Context: an optimization exercise on an open-source flow, tuned for small area, a short achievable clock period and few clock cycles per item. The choices shown serve that exercise and are no tape-out recipe.
At most, simulation tests tie the RTL to the original design; equivalence was not proved.

Setup of maple:
## AES
module AES(
    input clk,nrst,load,
    input [15:0] data_input,input_vector,key,
    input  [3:0] round_number,
    output [15:0] data_output,
    output finish
    );
Size in the first run: ~350 cells after synthesis, roughly 39 flip-flops, roughly 72 I/O pins, about 0.0034 sq mm of cells after synthesis.
export LEC_CHECK = 0
export CAP_MARGIN = 20
export CORE_MARGIN = 2
export CORE_UTILIZATION = 40
export SETUP_SLACK_MARGIN = 3.0
export SLEW_MARGIN = 20
create_clock -name core_clock -period 5.0 [get_ports {clk}]
run.sh (not shown) runs the stock make flow with config.mk's settings and CLKGATE_MAP_FILE= SYNTH_SCRIPT=/design/flow/synth_recipe.tcl, a recipe that flattens the netlist after the stock synthesis.
[inputs] raven vs maple
--- a/flow/config.mk
+++ b/flow/config.mk
@@ -10,3 +10,2 @@
 export CORE_UTILIZATION = 40
-export SETUP_SLACK_MARGIN = 3.0
 export SLEW_MARGIN = 20
Findings:
Initial core utilization of raven is on par with maple.
Higher utilization after layout goes to maple over raven.
Worst setup slack on raven is behind maple.
Between raven and maple, it is raven whose tightest slew margin relative to the limit is lower, by 5.2 points.
| remaining number of nets flagged by the antenna check after routing | raven vs maple | ≈ equal |
Sum of met3 wire segment lengths after detailed routing is higher on maple
Relative to maple, area of all sequential standard cells decreased by 8.8 sq um in raven.
## Diff of input files: harbor against raven
--- a/flow/config.mk
+++ b/flow/config.mk
@@ -7,2 +7,3 @@
 export LEC_CHECK = 0
+export ABC_CLOCK_PERIOD_IN_PS = 1500
 export CAP_MARGIN = 20
@@ -10,2 +11,3 @@
 export CORE_UTILIZATION = 40
+export SETUP_SLACK_MARGIN = 3.0
 export SLEW_MARGIN = 20
--- outcome ---
When harbor is measured against raven, its via total after detailed routing turns out 11% higher.
harbor -> raven: count of input and output buffers delta 0, exact match
Diff harbor..raven | flip-flop and latch count after synthesis | unchanged
Comparing harbor and raven, the higher worst path setup slack after routing was measured on harbor.
Comparing raven with harbor, the antenna cell count came out essentially unchanged.
harbor against raven: routed wire length climbed about 12%, met2 wire length climbed 20%, global-route usage climbed 1.5 points, clock period minus worst slack dropped 0.51 ns.
Function was not checked in any run of this note: the RTL went through the layout flow alone.


== xenon ==
AES, a different RTL version from the one above (not shown whole).
Size: roughly 39 flip-flops, about 72 I/O pins, about 2800 sq um of cells after synthesis.
==> flow/config.mk <==
export PLATFORM = sky130hd
export DESIGN_NAME = AES
export DESIGN_NICKNAME = AES
export VERILOG_FILES = /design/flow/design.v
export SDC_FILE = /design/flow/constraint.sdc
export NUM_CORES = 4
export LEC_CHECK = 0
export CAP_MARGIN = 20
export CORE_MARGIN = 2
export CORE_UTILIZATION = 40
export CTS_BUF_LIST = sky130_fd_sc_hd__clkbuf_4
export SETUP_SLACK_MARGIN = 2.9
export SLEW_MARGIN = 20
export SYNTH_HIERARCHICAL = 1
export SYNTH_MINIMUM_KEEP_SIZE = 0
export TNS_END_PERCENT = 20
==> flow/constraint.sdc <==
create_clock -name core_clock -period 5.0 [get_ports {clk}]
set_input_delay 1.0000 -clock core_clock [delete_from_list [all_inputs] [get_ports {clk}]]
set_output_delay 1.0000 -clock core_clock [all_outputs]
set_load 0.01 [all_outputs]
standard.sh (not shown) runs the stock make flow with config.mk's settings and CLKGATE_MAP_FILE= SYNTH_SCRIPT=/design/flow/synth_recipe.tcl, a recipe that flattens the netlist after the stock synthesis.
==> flow/flow/run.sh <==
#!/bin/bash
# The standard layout (the standard.sh, standard synthesis included), with the
# ports buffered by plain buffers instead of the delay buffers buffer_ports picks.
set -euo pipefail
export BUFFER_PORTS_ARGS="-buffer_cell sky130_fd_sc_hd__buf_1"
bash standard.sh > standard.log 2>&1
xenon: no failed stages, no open violations at the end
Testbench counts of xenon, summed over its fixed seeds: cycles 1,935, items 192.
Edits applied to the flow inputs when going from xenon to pepper:
Settings: SLEW_MARGIN now 0, was 20; TNS_END_PERCENT no longer set, was 20; CAP_MARGIN now 0, was 20.
==> comparison <==
Going from xenon to pepper, count of unresolved DRC violations after routing flat, register-to-register slack saw little to no change. Any difference in fraction of standard cell area in multi-input logic between pepper and xenon is small enough to ignore. Summary of pepper over xenon: maximum clock rate went up; final period utilization -1.1 points; finished layout cell area essentially unchanged.
Modified inputs, garnet compared to pepper
Settings: swapping 0 for 20 in CAP_MARGIN; swapping 2.9 for 3.0 in SETUP_SLACK_MARGIN; swapping 0 for 20 in SLEW_MARGIN.
--- outcome ---
- Summary of garnet over pepper: wire length of the first global-routing pass closely matched the old numbers, setup slack higher.
- garnet reached the end of the flow, and the finished layout is clean on the timing, design-rule and antenna checks.
- A slowest stage cell on the critical path of sky130_fd_sc_hd__dfxtp_4 is what garnet shows, while sky130_fd_sc_hd__dfxtp_2 belongs to pepper.
- Going from pepper to garnet, the via count of the first global-routing pass was found to have gone down by 10.
### garnet -> quartz
Settings: a change of SETUP_SLACK_MARGIN from 3.0 to 2.95.
## What came out
The more densely filled core belongs to garnet, not quartz. Per the comparison of quartz with garnet, total global-route track usage did not really move.

what the ideal ports hide:
No port has a modelled driver above. Below, the same layouts with a new extraction and two added sets of constraints.
Step 1 assumes that a clkbuf_16 drives the clock port and a buf_2 every other input.
Step 2 adds t to the input delays and takes it off the output delays; t is the mean of the earliest and latest rising clock arrival at the registers after step 1. Input paths then give back, and output paths get back, about the clock's delay inside the block.
Three values: ideal, step 1, step 2; two values: the first two.
| run | t (ns) | slack for setup (ns) | slew at the worst register clock pin (ns) |
|---|---|---|---|
| maple | 0.318 | 2.459 / 2.459 / 2.459 | 0.08 / 0.08 |
| raven | 0.323 | 1.953 / 1.953 / 1.953 | 0.09 / 0.09 |
| harbor | 0.318 | 2.459 / 2.459 / 2.459 | 0.08 / 0.08 |
| xenon | 0.361 | 2.946 / 2.951 / 2.589 | 0.11 / 0.11 |
| pepper | 0.360 | 3.000 / 2.997 / 2.712 | 0.11 / 0.11 |
| garnet | 0.361 | 3.012 / 3.012 / 2.798 | 0.11 / 0.11 |
| quartz | 0.362 | 3.009 / 2.999 / 2.789 | 0.11 / 0.11 |
After both steps setup and hold are still met in every run listed. For xenon, which loses most, drivers alone change the setup slack by +0.005 ns; drivers and shift together by -0.357 ns.
